Source: an optimization exercise on an open RTL-to-GDS flow (aim: small area, a short achievable clock period and few clock cycles). Production flows keep margins and buffers that such runs may drop. Where RTL was checked, it was by simulation tests only, not by an equivalence proof against the original. Power figures rest on the tool's default switching activity, not on a simulated workload.

==> yarrow <==
==> flow/design.v <==
module pfx_add #(
    parameter int N = 32
) (
    input  logic [N-1:0] a,
    input  logic [N-1:0] b,
    input  logic         cin,
    output logic [N-1:0] s,
    output logic         cout
);
    localparam int L = (N <= 2) ? 1 : (N <= 4) ? 2 : (N <= 8) ? 3 : (N <= 16) ? 4 : (N <= 32) ? 5 : 6;
    logic [N-1:0] p, g;
    assign p = a ^ b;
    assign g = a & b;
    logic [N-1:0] gl [0:L];
    logic [N-1:0] pl [0:L];
    assign gl[0] = {g[N-1:1], g[0] | (p[0] & cin)};
    assign pl[0] = p;
    for (genvar l = 0; l < L; l++) begin : g_lvl
        for (genvar i = 0; i < N; i++) begin : g_bit
            if (i >= (1 << l)) begin : g_op
                assign gl[l+1][i] = gl[l][i] | (pl[l][i] & gl[l][i-(1<<l)]);
                assign pl[l+1][i] = pl[l][i] & pl[l][i-(1<<l)];
            end else begin : g_pass
                assign gl[l+1][i] = gl[l][i];
                assign pl[l+1][i] = pl[l][i];
            end
        end
    end
    assign s    = p ^ {gl[L][N-2:0], cin};
    assign cout = gl[L][N-1];
endmodule
module pfx_incdec #(
    parameter int N = 20
) (
    input  logic [N-1:0] x,
    input  logic         sgn,
    input  logic         cin,
    output logic [N-1:0] s
);
    localparam int L = (N <= 2) ? 1 : (N <= 4) ? 2 : (N <= 8) ? 3 : (N <= 16) ? 4 : (N <= 32) ? 5 : 6;
    logic [N-1:0] ol [0:L];
    logic [N-1:0] zl [0:L];
    assign ol[0] = x;
    assign zl[0] = ~x;
    for (genvar l = 0; l < L; l++) begin : g_lvl
        for (genvar i = 0; i < N; i++) begin : g_bit
            if (i >= (1 << l)) begin : g_op
                assign ol[l+1][i] = ol[l][i] & ol[l][i-(1<<l)];
                assign zl[l+1][i] = zl[l][i] & zl[l][i-(1<<l)];
            end else begin : g_pass
                assign ol[l+1][i] = ol[l][i];
                assign zl[l+1][i] = zl[l][i];
            end
        end
    end
    logic [N-1:0] inc, dec;
    assign inc = x ^ {ol[L][N-2:0], 1'b1};
    assign dec = x ^ {zl[L][N-2:0], 1'b1};
    assign s = (sgn == cin) ? x : cin ? inc : dec;
endmodule
module pfx_inc #(
    parameter int N = 30
) (
    input  logic [N-1:0] x,
    output logic [N-1:0] s
);
    localparam int L = (N <= 2) ? 1 : (N <= 4) ? 2 : (N <= 8) ? 3 : (N <= 16) ? 4 : (N <= 32) ? 5 : 6;
    logic [N-1:0] ol [0:L];
    assign ol[0] = x;
    for (genvar l = 0; l < L; l++) begin : g_lvl
        for (genvar i = 0; i < N; i++) begin : g_bit
            if (i >= (1 << l)) begin : g_op
                assign ol[l+1][i] = ol[l][i] & ol[l][i-(1<<l)];
            end else begin : g_pass
                assign ol[l+1][i] = ol[l][i];
            end
        end
    end
    assign s = x ^ {ol[L][N-2:0], 1'b1};
endmodule
module riscv_pipeline #(
    parameter DATA_WIDTH = 32,
    parameter ADDR_WIDTH = 32
) (
    input  logic                        clk,
    input  logic                        rst_n,
    output logic [ADDR_WIDTH-1:0]       imem_addr,
    input  logic [DATA_WIDTH-1:0]       imem_rdata,
    output logic [ADDR_WIDTH-1:0]       dmem_addr,
    output logic [DATA_WIDTH-1:0]       dmem_wdata,
    output logic                        dmem_we,
    output logic                        dmem_re,
    input  logic [DATA_WIDTH-1:0]       dmem_rdata,
    output logic                        wb_valid,
    output logic [4:0]                  wb_rd,
    output logic [DATA_WIDTH-1:0]       wb_data
);
    logic [31:2] x_pc4;          
    logic [31:2] x_tgt;          
    logic        x_pred;         
    logic [31:0] x_a;            
    logic [31:0] x_b;            
    logic        x_fa, x_fb;     
    logic [11:0] x_off;          
    logic [4:0]  x_rd;
    logic        x_we;           
    logic        x_link;         
    logic        x_ld, x_st, x_br, x_jalr;
    logic [2:0]  x_f3;           
    logic        x_alt;          
    logic        x_sub;          
    logic [31:0] m_addr;         
    logic [31:0] m_val;          
    logic [4:0]  m_rd;
    logic        m_we, m_ld, m_st;
    logic [31:0] x_res;          
    logic [31:0] m_wdata;        
    logic [31:2] npc;            
    logic        kill;           
    logic [31:2] fix;            
    logic        stall;          
    logic [31:0] rf [1:31];
    logic [31:1] rf_v;
    for (genvar i = 1; i < 32; i++) begin : g_rf
        always_ff @(posedge clk)
            if (m_we && m_rd == i) rf[i] <= m_wdata;
        always_ff @(posedge clk or negedge rst_n)
            if (!rst_n) rf_v[i] <= 1'b0;
            else if (m_we && m_rd == i) rf_v[i] <= 1'b1;
    end
    assign npc = x_pred ? x_tgt : x_pc4;
    assign imem_addr = {npc, 2'b00};
    logic [31:0] ins;
    assign ins = imem_rdata;
    logic [4:0] f_op, f_rd, f_rs1, f_rs2;
    logic [2:0] f_f3;
    assign f_op  = ins[6:2];
    assign f_rd  = ins[11:7];
    assign f_f3  = ins[14:12];
    assign f_rs1 = ins[19:15];
    assign f_rs2 = ins[24:20];
    logic f_lui, f_auipc, f_jal, f_jalr, f_br, f_ld, f_st, f_opi, f_opr;
    assign f_lui   = (f_op == 5'b01101);
    assign f_auipc = (f_op == 5'b00101);
    assign f_jal   = (f_op == 5'b11011);
    assign f_jalr  = (f_op == 5'b11001);
    assign f_br    = (f_op == 5'b11000);
    assign f_ld    = (f_op == 5'b00000);
    assign f_st    = (f_op == 5'b01000);
    assign f_opi   = (f_op == 5'b00100);
    assign f_opr   = (f_op == 5'b01100);
    logic [31:0] imm_i, imm_s, imm_b, imm_u, imm_j;
    assign imm_i = {{20{ins[31]}}, ins[31:20]};
    assign imm_s = {{20{ins[31]}}, ins[31:25], ins[11:7]};
    assign imm_b = {{19{ins[31]}}, ins[31], ins[7], ins[30:25], ins[11:8], 1'b0};
    assign imm_u = {ins[31:12], 12'b0};
    assign imm_j = {{11{ins[31]}}, ins[31], ins[19:12], ins[20], ins[30:21], 1'b0};
    logic [31:0] rf_r1, rf_r2;
    always_comb begin
        rf_r1 = '0;
        rf_r2 = '0;
        for (int i = 1; i < 32; i++) begin
            rf_r1 = rf_r1 | (rf[i] & {32{rf_v[i] && f_rs1 == i}});
            rf_r2 = rf_r2 | (rf[i] & {32{rf_v[i] && f_rs2 == i}});
        end
    end
    logic f_x1, f_x2, f_m1, f_m2;
    assign f_x1 = x_we && x_rd == f_rs1;
    assign f_x2 = x_we && x_rd == f_rs2;
    assign stall = x_ld && ((f_x1 && !(f_lui || f_auipc || f_jal)) || (f_x2 && (f_opr || f_br || f_st)));
    assign f_m1 = m_we && m_rd == f_rs1;
    assign f_m2 = m_we && m_rd == f_rs2;
    logic [31:0] f_r1, f_r2;
    assign f_r1 = f_m1 ? m_wdata : rf_r1;
    assign f_r2 = f_m2 ? m_wdata : rf_r2;
    logic [20:2] f_off;
    logic [31:2] f_tgt;
    logic        f_tc;
    assign f_off = ins[3] ? imm_j[20:2] : imm_b[20:2];    
    pfx_add #(.N(19)) u_tgt_lo (.a(npc[20:2]), .b(f_off), .cin(1'b0), .s(f_tgt[20:2]), .cout(f_tc));
    pfx_incdec #(.N(11)) u_tgt_hi (.x(npc[31:21]), .sgn(ins[31]), .cin(f_tc), .s(f_tgt[31:21]));
    logic [31:2] f_pc4;
    pfx_inc #(.N(30)) u_pc4 (.x(npc), .s(f_pc4));
    always_ff @(posedge clk or negedge rst_n) begin
        if (!rst_n) begin
            x_pc4  <= 30'd0;              
            x_pred <= 1'b0;
            x_we   <= 1'b0;
            x_ld   <= 1'b0;
            x_st   <= 1'b0;
            x_br   <= 1'b0;
            x_jalr <= 1'b0;
        end else if (kill || stall) begin
            x_pc4  <= stall ? npc : fix;
            x_pred <= 1'b0;
            x_we   <= 1'b0;
            x_ld   <= 1'b0;
            x_st   <= 1'b0;
            x_br   <= 1'b0;
            x_jalr <= 1'b0;
        end else begin
            x_pc4  <= f_pc4;
            x_pred <= f_jal | (f_br & ins[31]);
            x_we   <= (f_lui | f_auipc | f_jal | f_jalr | f_ld | f_opi | f_opr) && f_rd != 5'd0;
            x_ld   <= f_ld;
            x_st   <= f_st;
            x_br   <= f_br;
            x_jalr <= f_jalr;
        end
    end
    always_ff @(posedge clk) begin
        x_tgt  <= f_tgt;
        x_rd   <= f_rd;
        x_link <= f_jal | f_jalr;
        x_f3   <= (f_lui | f_auipc) ? 3'b000 : f_f3;
        x_alt  <= ins[30] & (f_opr | (f_opi & f_f3 == 3'b101));
        x_sub  <= (ins[30] & f_opr & f_f3 == 3'b000) | ((f_opr | f_opi) & f_f3[2:1] == 2'b01) | f_br;
        x_a    <= f_auipc ? {npc, 2'b00} : f_lui ? 32'd0 : f_r1;
        x_b    <= f_opi ? imm_i : (f_lui | f_auipc) ? imm_u : f_r2;
        x_fa   <= f_x1 && !(f_auipc || f_lui);
        x_fb   <= f_x2 && !(f_opi || f_lui || f_auipc);
        x_off  <= f_st ? imm_s[11:0] : imm_i[11:0];
    end
    logic [31:0] a, b;
    assign a = x_fa ? m_val : x_a;
    assign b = x_fb ? m_val : x_b;
    logic [31:0] addr_sum;
    logic        addr_c;
    pfx_add #(.N(12)) u_addr_lo (.a(a[11:0]), .b(x_off), .cin(1'b0), .s(addr_sum[11:0]), .cout(addr_c));
    pfx_incdec #(.N(20)) u_addr_hi (.x(a[31:12]), .sgn(x_off[11]), .cin(addr_c), .s(addr_sum[31:12]));
    logic [31:0] sum;
    logic        sum_c;
    pfx_add #(.N(32)) u_sum (.a(a), .b(b ^ {32{x_sub}}), .cin(x_sub), .s(sum), .cout(sum_c));
    logic        slt, sltu;
    assign sltu = !sum_c;
    assign slt  = (a[31] ^ b[31]) ? a[31] : sum[31];
    logic b_eq, b_cond;
    assign b_eq = ~|(a ^ b);
    always_comb begin
        case (x_f3)
            3'b000:  b_cond = b_eq;
            3'b001:  b_cond = !b_eq;
            3'b100:  b_cond = slt;
            3'b101:  b_cond = !slt;
            3'b110:  b_cond = sltu;
            3'b111:  b_cond = !sltu;
            default: b_cond = 1'b0;
        endcase
    end
    assign kill = x_jalr || (x_br && (b_cond != x_pred));
    assign fix  = x_jalr ? addr_sum[31:2] : b_cond ? x_tgt : x_pc4;
    logic        sh_left;
    logic [31:0] sh_in, sh_r, sh_out;
    assign sh_left = (x_f3 == 3'b001);
    always_comb begin
        for (int i = 0; i < 32; i++) sh_in[i] = sh_left ? a[31-i] : a[i];
    end
    assign sh_r = 32'($signed({x_alt & a[31], sh_in}) >>> b[4:0]);
    always_comb begin
        for (int i = 0; i < 32; i++) sh_out[i] = sh_left ? sh_r[31-i] : sh_r[i];
    end
    logic [31:0] alu;
    always_comb begin
        case (x_f3)
            3'b000:  alu = sum;
            3'b001:  alu = sh_out;
            3'b010:  alu = {31'd0, slt};
            3'b011:  alu = {31'd0, sltu};
            3'b100:  alu = a ^ b;
            3'b101:  alu = sh_out;
            3'b110:  alu = a | b;
            default: alu = a & b;
        endcase
    end
    assign x_res = x_link ? {x_pc4, 2'b00} : alu;
    always_ff @(posedge clk or negedge rst_n) begin
        if (!rst_n) begin
            m_we <= 1'b0;
            m_ld <= 1'b0;
            m_st <= 1'b0;
        end else begin
            m_we <= x_we;
            m_ld <= x_ld;
            m_st <= x_st;
        end
    end
    always_ff @(posedge clk) begin
        m_addr <= addr_sum;
        m_val  <= x_st ? b : x_res;
        m_rd   <= x_rd;
    end
    assign dmem_addr  = m_addr;
    assign dmem_wdata = m_val;
    assign dmem_we    = m_st;
    assign dmem_re    = m_ld;
    assign m_wdata = m_ld ? dmem_rdata : m_val;
    logic        t_valid;
    logic [4:0]  t_rd;
    logic [31:0] t_data;
    always_ff @(posedge clk or negedge rst_n)
        if (!rst_n) t_valid <= 1'b0;
        else        t_valid <= m_we;
    always_ff @(posedge clk) begin
        t_rd   <= m_rd;
        t_data <= m_wdata;
    end
    assign wb_valid = t_valid;
    assign wb_rd    = t_rd;
    assign wb_data  = t_data;
endmodule
==> flow/flow/run.sh <==
#!/bin/bash
set -euo pipefail
M=$(cat flow/margin.txt)
bash standard.sh SETUP_SLACK_MARGIN=$M finish > standard_flow.log 2>&1
==> flow/flow/margin.txt <==
7.6
==> flow/standard.sh <==
#!/bin/bash
# synth_recipe.tcl (not shown) runs the flow's synth.tcl, then flattens the netlist and writes it again
# the make line also repeats each setting of config.mk as NAME=value (left out here)
make -C /OpenROAD-flow-scripts/flow DESIGN_CONFIG=/design/flow/config.mk WORK_HOME=/design/flow/orfs CLKGATE_MAP_FILE= SYNTH_SCRIPT=/design/flow/synth_recipe.tcl "${@:-finish}"
==> flow/config.mk <==
export PLATFORM = sky130hd
export DESIGN_NAME = riscv_pipeline
export DESIGN_NICKNAME = riscv_pipeline
export VERILOG_FILES = /design/flow/design.v
export SDC_FILE = /design/flow/constraint.sdc
export NUM_CORES = 8
export LEC_CHECK = 0
export CAP_MARGIN = 20
export CORE_MARGIN = 2
export CORE_UTILIZATION = 40
export PLACE_DENSITY = 0.6
export SLEW_MARGIN = 20
==> flow/constraint.sdc <==
create_clock -name core_clock -period 12.0 [get_ports {clk}]
set_input_delay 2.4000 -clock core_clock [delete_from_list [all_inputs] [get_ports {clk}]]
set_output_delay 2.4000 -clock core_clock [all_outputs]
set_load 0.01 [all_outputs]
==> tundra (differences from yarrow) <==
--- a/flow/design.v
+++ b/flow/design.v
@@ -9,3 +9,3 @@
 );
-    localparam int L = (N <= 2) ? 1 : (N <= 4) ? 2 : (N <= 8) ? 3 : (N <= 16) ? 4 : (N <= 32) ? 5 : 6;
+    localparam int L = $clog2(N);
     logic [N-1:0] p, g;
@@ -39,3 +39,3 @@
 );
-    localparam int L = (N <= 2) ? 1 : (N <= 4) ? 2 : (N <= 8) ? 3 : (N <= 16) ? 4 : (N <= 32) ? 5 : 6;
+    localparam int L = $clog2(N);
     logic [N-1:0] ol [0:L];
@@ -66,3 +66,3 @@
 );
-    localparam int L = (N <= 2) ? 1 : (N <= 4) ? 2 : (N <= 8) ? 3 : (N <= 16) ? 4 : (N <= 32) ? 5 : 6;
+    localparam int L = $clog2(N);
     logic [N-1:0] ol [0:L];
@@ -102,3 +102,2 @@
     logic [31:0] x_b;            
-    logic        x_fa, x_fb;     
     logic [11:0] x_off;          
@@ -111,8 +110,3 @@
     logic        x_sub;          
-    logic [31:0] m_addr;         
-    logic [31:0] m_val;          
-    logic [4:0]  m_rd;
-    logic        m_we, m_ld, m_st;
-    logic [31:0] x_res;          
-    logic [31:0] m_wdata;        
+    logic [31:0] wdata;          
     logic [31:2] npc;            
@@ -120,3 +114,2 @@
     logic [31:2] fix;            
-    logic        stall;          
     logic [31:0] rf [1:31];
@@ -125,6 +118,6 @@
         always_ff @(posedge clk)
-            if (m_we && m_rd == i) rf[i] <= m_wdata;
+            if (x_we && x_rd == i) rf[i] <= wdata;
         always_ff @(posedge clk or negedge rst_n)
             if (!rst_n) rf_v[i] <= 1'b0;
-            else if (m_we && m_rd == i) rf_v[i] <= 1'b1;
+            else if (x_we && x_rd == i) rf_v[i] <= 1'b1;
     end
@@ -166,11 +159,5 @@
     end
-    logic f_x1, f_x2, f_m1, f_m2;
-    assign f_x1 = x_we && x_rd == f_rs1;
-    assign f_x2 = x_we && x_rd == f_rs2;
-    assign stall = x_ld && ((f_x1 && !(f_lui || f_auipc || f_jal)) || (f_x2 && (f_opr || f_br || f_st)));
-    assign f_m1 = m_we && m_rd == f_rs1;
-    assign f_m2 = m_we && m_rd == f_rs2;
     logic [31:0] f_r1, f_r2;
-    assign f_r1 = f_m1 ? m_wdata : rf_r1;
-    assign f_r2 = f_m2 ? m_wdata : rf_r2;
+    assign f_r1 = (x_we && x_rd == f_rs1) ? wdata : rf_r1;
+    assign f_r2 = (x_we && x_rd == f_rs2) ? wdata : rf_r2;
     logic [20:2] f_off;
@@ -192,4 +179,4 @@
             x_jalr <= 1'b0;
-        end else if (kill || stall) begin
-            x_pc4  <= stall ? npc : fix;
+        end else if (kill) begin
+            x_pc4  <= fix;
             x_pred <= 1'b0;
@@ -219,21 +206,18 @@
         x_b    <= f_opi ? imm_i : (f_lui | f_auipc) ? imm_u : f_r2;
-        x_fa   <= f_x1 && !(f_auipc || f_lui);
-        x_fb   <= f_x2 && !(f_opi || f_lui || f_auipc);
         x_off  <= f_st ? imm_s[11:0] : imm_i[11:0];
     end
-    logic [31:0] a, b;
-    assign a = x_fa ? m_val : x_a;
-    assign b = x_fb ? m_val : x_b;
     logic [31:0] addr_sum;
     logic        addr_c;
-    pfx_add #(.N(12)) u_addr_lo (.a(a[11:0]), .b(x_off), .cin(1'b0), .s(addr_sum[11:0]), .cout(addr_c));
-    pfx_incdec #(.N(20)) u_addr_hi (.x(a[31:12]), .sgn(x_off[11]), .cin(addr_c), .s(addr_sum[31:12]));
+    pfx_add #(.N(12)) u_addr_lo (.a(x_a[11:0]), .b(x_off), .cin(1'b0), .s(addr_sum[11:0]), .cout(addr_c));
+    pfx_incdec #(.N(20)) u_addr_hi (.x(x_a[31:12]), .sgn(x_off[11]), .cin(addr_c), .s(addr_sum[31:12]));
     logic [31:0] sum;
     logic        sum_c;
-    pfx_add #(.N(32)) u_sum (.a(a), .b(b ^ {32{x_sub}}), .cin(x_sub), .s(sum), .cout(sum_c));
+    pfx_add #(.N(32)) u_sum (.a(x_a), .b(x_b ^ {32{x_sub}}), .cin(x_sub), .s(sum), .cout(sum_c));
     logic        slt, sltu;
     assign sltu = !sum_c;
-    assign slt  = (a[31] ^ b[31]) ? a[31] : sum[31];
-    logic b_eq, b_cond;
-    assign b_eq = ~|(a ^ b);
+    assign slt  = (x_a[31] ^ x_b[31]) ? x_a[31] : sum[31];
+    logic b_eq, b_lt, b_ltu, b_cond;
+    assign b_eq  = ~|(x_a ^ x_b);
+    assign b_lt  = slt;
+    assign b_ltu = sltu;
     always_comb begin
@@ -242,6 +226,6 @@
             3'b001:  b_cond = !b_eq;
-            3'b100:  b_cond = slt;
-            3'b101:  b_cond = !slt;
-            3'b110:  b_cond = sltu;
-            3'b111:  b_cond = !sltu;
+            3'b100:  b_cond = b_lt;
+            3'b101:  b_cond = !b_lt;
+            3'b110:  b_cond = b_ltu;
+            3'b111:  b_cond = !b_ltu;
             default: b_cond = 1'b0;
@@ -255,5 +239,5 @@
     always_comb begin
-        for (int i = 0; i < 32; i++) sh_in[i] = sh_left ? a[31-i] : a[i];
-    end
-    assign sh_r = 32'($signed({x_alt & a[31], sh_in}) >>> b[4:0]);
+        for (int i = 0; i < 32; i++) sh_in[i] = sh_left ? x_a[31-i] : x_a[i];
+    end
+    assign sh_r = 32'($signed({x_alt & x_a[31], sh_in}) >>> x_b[4:0]);
     always_comb begin
@@ -268,30 +252,13 @@
             3'b011:  alu = {31'd0, sltu};
-            3'b100:  alu = a ^ b;
+            3'b100:  alu = x_a ^ x_b;
             3'b101:  alu = sh_out;
-            3'b110:  alu = a | b;
-            default: alu = a & b;
+            3'b110:  alu = x_a | x_b;
+            default: alu = x_a & x_b;
         endcase
     end
-    assign x_res = x_link ? {x_pc4, 2'b00} : alu;
-    always_ff @(posedge clk or negedge rst_n) begin
-        if (!rst_n) begin
-            m_we <= 1'b0;
-            m_ld <= 1'b0;
-            m_st <= 1'b0;
-        end else begin
-            m_we <= x_we;
-            m_ld <= x_ld;
-            m_st <= x_st;
-        end
-    end
-    always_ff @(posedge clk) begin
-        m_addr <= addr_sum;
-        m_val  <= x_st ? b : x_res;
-        m_rd   <= x_rd;
-    end
-    assign dmem_addr  = m_addr;
-    assign dmem_wdata = m_val;
-    assign dmem_we    = m_st;
-    assign dmem_re    = m_ld;
-    assign m_wdata = m_ld ? dmem_rdata : m_val;
+    assign wdata = x_ld ? dmem_rdata : x_link ? {x_pc4, 2'b00} : alu;
+    assign dmem_addr  = addr_sum;
+    assign dmem_wdata = x_b;
+    assign dmem_we    = x_st;
+    assign dmem_re    = x_ld;
     logic        t_valid;
@@ -301,6 +268,6 @@
         if (!rst_n) t_valid <= 1'b0;
-        else        t_valid <= m_we;
+        else        t_valid <= x_we;
     always_ff @(posedge clk) begin
-        t_rd   <= m_rd;
-        t_data <= m_wdata;
+        t_rd   <= x_rd;
+        t_data <= wdata;
     end
==> flow/flow/margin.txt (replaced) <==
7
==> indigo (differences from yarrow) <==
--- a/flow/design.v
+++ b/flow/design.v
@@ -9,3 +9,3 @@
 );
-    localparam int L = (N <= 2) ? 1 : (N <= 4) ? 2 : (N <= 8) ? 3 : (N <= 16) ? 4 : (N <= 32) ? 5 : 6;
+    localparam int L = $clog2(N);
     logic [N-1:0] p, g;
@@ -39,3 +39,3 @@
 );
-    localparam int L = (N <= 2) ? 1 : (N <= 4) ? 2 : (N <= 8) ? 3 : (N <= 16) ? 4 : (N <= 32) ? 5 : 6;
+    localparam int L = $clog2(N);
     logic [N-1:0] ol [0:L];
@@ -66,3 +66,3 @@
 );
-    localparam int L = (N <= 2) ? 1 : (N <= 4) ? 2 : (N <= 8) ? 3 : (N <= 16) ? 4 : (N <= 32) ? 5 : 6;
+    localparam int L = $clog2(N);
     logic [N-1:0] ol [0:L];
==> flow/flow/margin.txt (replaced) <==
8
==> parameters.txt <==
Parameter                              Value

Run status
  Status ... no timing/DRC/antenna violations

Power and ir drop
  Pwr Total ... about 14 mW

Critical path
  Worst path depth ... 11

Final layout
  Sequential share of cell area ... ~46%

Floorplanning
  Starting utilization of the core area ... about 40%

Yosys
  Number of cells produced by synthesis ... 5177
  Multiplexer share of the synthesized area ... roughly 4.8%
Source of the figures above: yarrow

==> parameters.txt <==
Parameter                              Value

Floorplanning
  Starting utilization of the core area ... between 40% and 50%

Final layout
  Sequential share of cell area ... 42.5%

Yosys
  Number of cells produced by synthesis ... 5177

Critical path
  Worst path depth ... 13

Run status
  Status ... no timing/DRC/antenna violations

Power and ir drop
  Pwr Total ... approximately 14 mW
Source of the figures above: indigo

==> parameters.txt <==
Parameter                              Value

Run status
  Status ... no timing/DRC/antenna violations

Route
  Number of nets with antenna violations after detailed routing ... 0
  Overall routed net length ... roughly 330000 µm

Floorplanning
  Starting utilization of the core area ... between 40% and 50%

Final layout
  Sequential share of cell area ... between 40% and 50%

Yosys
  Number of cells produced by synthesis ... 4933
  Multiplexer share of the synthesized area ... 3.57%
Source of the figures above: tundra

Testbench counts of yarrow, summed over its fixed seeds: cycles 32,739.
Only the layout flow was run in tundra and indigo; the RTL was not checked for function there.

-- afterwards: timing with drivers on the ports --
How much do the figures lean on ideal ports? The routed layouts below were timed once more, with nothing changed but the port constraints. Step 1: set_driving_cell puts a clkbuf_16 on clk and a buf_2 on each other input, an assumption about the parent block. Step 2 times the ports against the registers' clock, not the clock port: input delays grow and output delays shrink by t, the midpoint of the rising clock arrivals with the driver on. Three values: ideal, step 1, step 2; two values: the first two.
run | t, ns | slack for setup (ns) | hold slack, ns
yarrow | 0.861 | 7.291 / 7.319 / 6.457 | 0.379 / 0.379 / 0.379
tundra | 0.855 | 5.771 / 5.694 / 5.911 | 0.485 / 0.485 / 0.485
indigo | 0.908 | 7.328 / 7.329 / 6.451 | 0.396 / 0.396 / 0.396
After both steps setup and hold are still met in every run listed. The setup slack of indigo, which loses most, moves by +0.001 ns with the drivers and by -0.877 ns with both steps.
